What follows belongs to an exercise in optimizing a design on an open flow for small area; a production flow would make more cautious choices. Where RTL was checked, it was by simulation tests only, not by an equivalence proof against the original. The flow treats the clock pin as an ideal source. Dropping or thinning the clock tree relies on that and would not hold on a real chip. No activity file was given, so power comes from the tool's default toggle rates.

==> flow/design.v <==
module top(
input wire clk,
input wire rst,		 
input switch,
output wire [3:0] anode,
output wire [7:0] cathode
    );
localparam [3:0] PM = 4'd1;
localparam [1:0] DM = 2'd2;
localparam [2:0] QM = 3'd2;
localparam [2:0] EM = 3'd0;
localparam [3:0] HM = 4'd15;
reg [3:0] ps;		 
reg [1:0] ds;		 
reg [2:0] qs;		 
reg [2:0] es;		 
reg [3:0] hs, as, bs, cs;	 
wire [3:0] p = ps ^ PM;
wire [1:0] d = ds ^ DM;
wire [2:0] q = qs ^ QM;
wire [2:0] e = es ^ EM;
wire [3:0] h = hs ^ HM;		 
wire [3:0] a = as ^ HM;
wire pw    = ~p[0] & p[1] & p[2];			 
wire rs    = ~p[0] & ~p[1] & ~p[2] & ~d[1] & ~d[0];	 
wire first = q[2] & q[0];				 
wire ev    = rs & ~q[1] & q[0] & (&e);		 
wire d3    = d[1] & ~d[0];
wire hz    = (~h[0] & h[2] & ~h[3]);	 
wire cin   = pw ? (hz & ~d3) : (ev & switch);	 
wire [3:0] x = pw ? a : h;
wire [3:0] xt = {	 
	1'b1, (x[1]), (~x[1] & ~x[2]) | (~x[3]), (x[1]) | (x[0] & ~x[3])};
wire [3:0] xi = x ^ ({4{cin}} & xt);
always @(posedge clk)
	if (rst) begin
		ps <= 4'b0001 ^ PM; ds <= 2'd0 ^ DM; qs <= 3'b111 ^ QM; es <= 3'b100 ^ EM;
		hs <= 4'd0 ^ HM;
	end else begin
		ps <= {p[2:0], (~p[3] & p[0]) | (p[3] & ~p[1] & ~p[0])} ^ PM;
		if (pw) ds <= {d[0], ~d[1]} ^ DM;
		if (rs) begin
			qs <= {q[1:0], ~q[2] & ~q[1]} ^ QM;
			es <= (e + 3'd1) ^ EM;
		end
		hs <= ((pw & first) ? 4'd0 : xi) ^ HM;
	end
always @(posedge clk)
	if (pw) begin
		as <= bs; bs <= cs; cs <= {h[3], h[2] & ~hz, h[1], h[0]} ^ HM;
	end
assign anode = {~(d[1] & ~d[0]), ~(d[1] & d[0]), ~(~d[1] & d[0]), ~(~d[1] & ~d[0])};
assign cathode[7] = (~h[0] & h[1] & ~h[2]);	 
assign cathode[6] = (h[0] & ~h[1]);	 
assign cathode[5] = (h[0] & h[1] & h[2]);	 
assign cathode[4] = (~h[0] & h[1]);	 
assign cathode[3] = (~h[0] & h[1]) | (h[3]);	 
assign cathode[2] = (h[1] & h[2]) | (~h[2] & h[3]);	 
assign cathode[1] = (h[1] & h[3]) | (~h[0] & ~h[1] & ~h[3]);	 
assign cathode[0] = 1'b1;
endmodule
Settings: LEC_CHECK=0, CAP_MARGIN=20, CORE_MARGIN=2, CORE_UTILIZATION=25, SLEW_MARGIN=20; clock period 20.0 ns.
standard.sh (not shown) runs the stock make flow with config.mk's settings and CLKGATE_MAP_FILE= SYNTH_SCRIPT=/design/flow/synth_recipe.tcl, a recipe that flattens the netlist after the stock synthesis.
==> flow/flow/run.sh <==
#!/bin/bash
# The standard layout (standard.sh), changed in four ways to save area:
#  - synthesis maps the logic with an area-oriented ABC script (flow/abc_amap.script);
#    everything else in synth_recipe.tcl is unchanged, so the registers are the same;
#  - the port buffers are buf_1;
#  - the clock tree is one clock buffer driving every flip-flop (flow/cts_one_buffer.tcl);
#  - repair_timing recovers power (downsizes cells) where there is slack.
set -euo pipefail
here=$(pwd)
{
  head -n 1 synth_recipe.tcl
  cat <<'TCL'
proc abc {args} {
  set i [lsearch -exact $args -script]
  if { $i >= 0 } {
    set args [lreplace $args [expr {$i + 1}] [expr {$i + 1}] $::env(FLOW_ABC_SCRIPT)]
  }
  yosys abc {*}$args
}
TCL
  tail -n +2 synth_recipe.tcl
} > flow_synth.tcl
sed "s|SYNTH_SCRIPT=[^ ]*|SYNTH_SCRIPT=$here/flow_synth.tcl|" standard.sh > flow_standard.sh
export FLOW_ABC_SCRIPT=$here/flow/abc_amap.script
export BUFFER_PORTS_ARGS="-buffer_cell sky130_fd_sc_hd__buf_1"
export PRE_CTS_TCL=$here/flow/cts_one_buffer.tcl
export FLOW_CLOCK_BUFFER=sky130_fd_sc_hd__clkbuf_16
export RECOVER_POWER=100
bash flow_standard.sh > flow_standard.log 2>&1
==> flow/flow/abc_amap.script <==
strash
dch
amap
==> flow/flow/cts_one_buffer.tcl <==
# Sourced by ORFS's cts.tcl before its clock_tree_synthesis call (PRE_CTS_TCL).
# The design has a few dozen flip-flops close together, so the clock tree is a
# single buffer: clk -> FLOW_CLOCK_BUFFER -> every clock sink. This replaces
# clock_tree_synthesis; the rest of cts.tcl (legalization, timing repair) runs as usual.
rename clock_tree_synthesis orfs_clock_tree_synthesis
proc clock_tree_synthesis { args } {
  set db [ord::get_db]
  set block [ord::get_db_block]
  set master [$db findMaster $::env(FLOW_CLOCK_BUFFER)]
  set clknet [$block findNet clk]
  set sinks {}
  set sx 0
  set sy 0
  foreach it [$clknet getITerms] {
    set inst [$it getInst]
    set loc [$inst getLocation]
    set sx [expr { $sx + [lindex $loc 0] }]
    set sy [expr { $sy + [lindex $loc 1] }]
    lappend sinks $it
  }
  set n [llength $sinks]
  puts "one-buffer clock tree: $n sinks"
  set buf [odb::dbInst_create $block $master clkbuf_0_clk]
  set net [odb::dbNet_create $block clknet_0_clk]
  foreach it $sinks {
    $it disconnect
    $it connect $net
  }
  [$buf findITerm A] connect $clknet
  [$buf findITerm X] connect $net
  $clknet setSigType CLOCK
  $net setSigType CLOCK
  $buf setLocation [expr { $sx / $n }] [expr { $sy / $n }]
  $buf setPlacementStatus PLACED
  global_connect
  set_propagated_clock [all_clocks]
}
Edit:
==> flow/design.v (replaced) <==
module top(
input wire clk,
input wire rst,		 
input switch,
output wire [3:0] anode,
output wire [7:0] cathode
    );
localparam [3:0] PM = 4'd1;
localparam [1:0] DM = 2'd0;
localparam [2:0] QM = 3'd2;
localparam [2:0] EM = 3'd0;
localparam [3:0] HM = 4'd5;
reg [3:0] ps;		 
reg [1:0] ds;		 
reg [2:0] qs;		 
reg [2:0] es;		 
reg [3:0] hs, as, bs, cs;	 
wire [3:0] p = ps ^ PM;
wire [1:0] d = ds ^ DM;
wire [2:0] q = qs ^ QM;
wire [2:0] e = es ^ EM;
wire [3:0] h = hs ^ HM;		 
wire [3:0] a = as ^ HM;
wire pw    = ~p[0] & p[1] & p[2];			 
wire rs    = ~p[0] & ~p[1] & ~p[2] & ~d[1] & ~d[0];	 
wire first = q[2] & q[0];				 
wire ev    = rs & ~q[1] & q[0] & (&e);		 
wire d3    = d[1] & ~d[0];
wire cin   = pw ? (h[3] & h[1] & ~d3) : (ev & switch);	 
wire [3:0] x = pw ? a : h;
wire [3:0] xi = x + {3'd0, cin};
always @(posedge clk)
	if (rst) begin
		ps <= 4'b0001 ^ PM; ds <= 2'd0 ^ DM; qs <= 3'b111 ^ QM; es <= 3'b100 ^ EM;
		hs <= 4'd0 ^ HM;
	end else begin
		ps <= {p[2:0], (~p[3] & p[0]) | (p[3] & ~p[1] & ~p[0])} ^ PM;
		if (pw) ds <= {d[0], ~d[1]} ^ DM;
		if (rs) begin
			qs <= {q[1:0], ~q[2] & ~q[1]} ^ QM;
			es <= (e + 3'd1) ^ EM;
		end
		hs <= ((pw & first) ? 4'd0 : xi) ^ HM;
	end
always @(posedge clk)
	if (pw) begin
		as <= bs; bs <= cs; cs <= {h[3] & ~h[1], h[2], h[1] & ~h[3], h[0]} ^ HM;
	end
assign anode = {~(d[1] & ~d[0]), ~(d[1] & d[0]), ~(~d[1] & d[0]), ~(~d[1] & ~d[0])};
wire w = h[3], xx = h[2], y = h[1], z = h[0];
assign cathode[7] = (~w & ~xx & ~y & z) | (xx & ~y & ~z);
assign cathode[6] = xx & (y ^ z);
assign cathode[5] = ~w & ~xx & y & ~z;
assign cathode[4] = (~w & ~xx & ~y & z) | (xx & ~y & ~z) | (xx & y & z);
assign cathode[3] = z | (xx & ~y);
assign cathode[2] = (~w & ~xx & (y | z)) | (y & z);
assign cathode[1] = (~w & ~xx & ~y) | (xx & y & z) | (w & y);
assign cathode[0] = 1'b1;
endmodule
What happened: The changed run finished with timing, DRC and antenna clean. Clock power is about the same. Die area came out higher by 4.8%. Global-route usage falls by 0.33 points. Final area rises by 4.8%. Routed wire length rises by 4.3%. Core utilization is lower by 0.49 points. Setup slack gets worse by 0.21 ns. Via count rose by 3.4%. Critical path depth is higher by 1. Sequential share of layout area drops by 2.6 points. Hold slack is about the same. Final cell count is higher by 3.1%.
Only the layout flow was run in the second run of this note; the RTL was not checked for function there. In every run of this note, the design's own scripts or RTL, not TritonCTS, make the clock network.

what the ideal ports hide:
How much do the figures lean on ideal ports? The routed layouts below were timed once more, with nothing changed but the port constraints. Step 1, drivers: a clkbuf_16 drives clk and a buf_2 each remaining input, both assumed. Step 2 adds t to the input delays and takes it off the output delays; t is the mean of the earliest and latest rising clock arrival at the registers after step 1. Input paths then give back, and output paths get back, about the clock's delay inside the block. Three values: ideal ports, drivers, drivers and shift; two values: the first two.
run | t (ns) | setup slack, ns | hold slack, ns | worst setup path after step 2
the first run | 0.181 | 14.823 / 14.799 / 14.953 | 0.430 / 0.430 / 0.430 | input to register
the second run | 0.187 | 14.609 / 14.581 / 14.768 | 0.429 / 0.429 / 0.429 | register to output
After both steps every run listed still meets setup and hold.
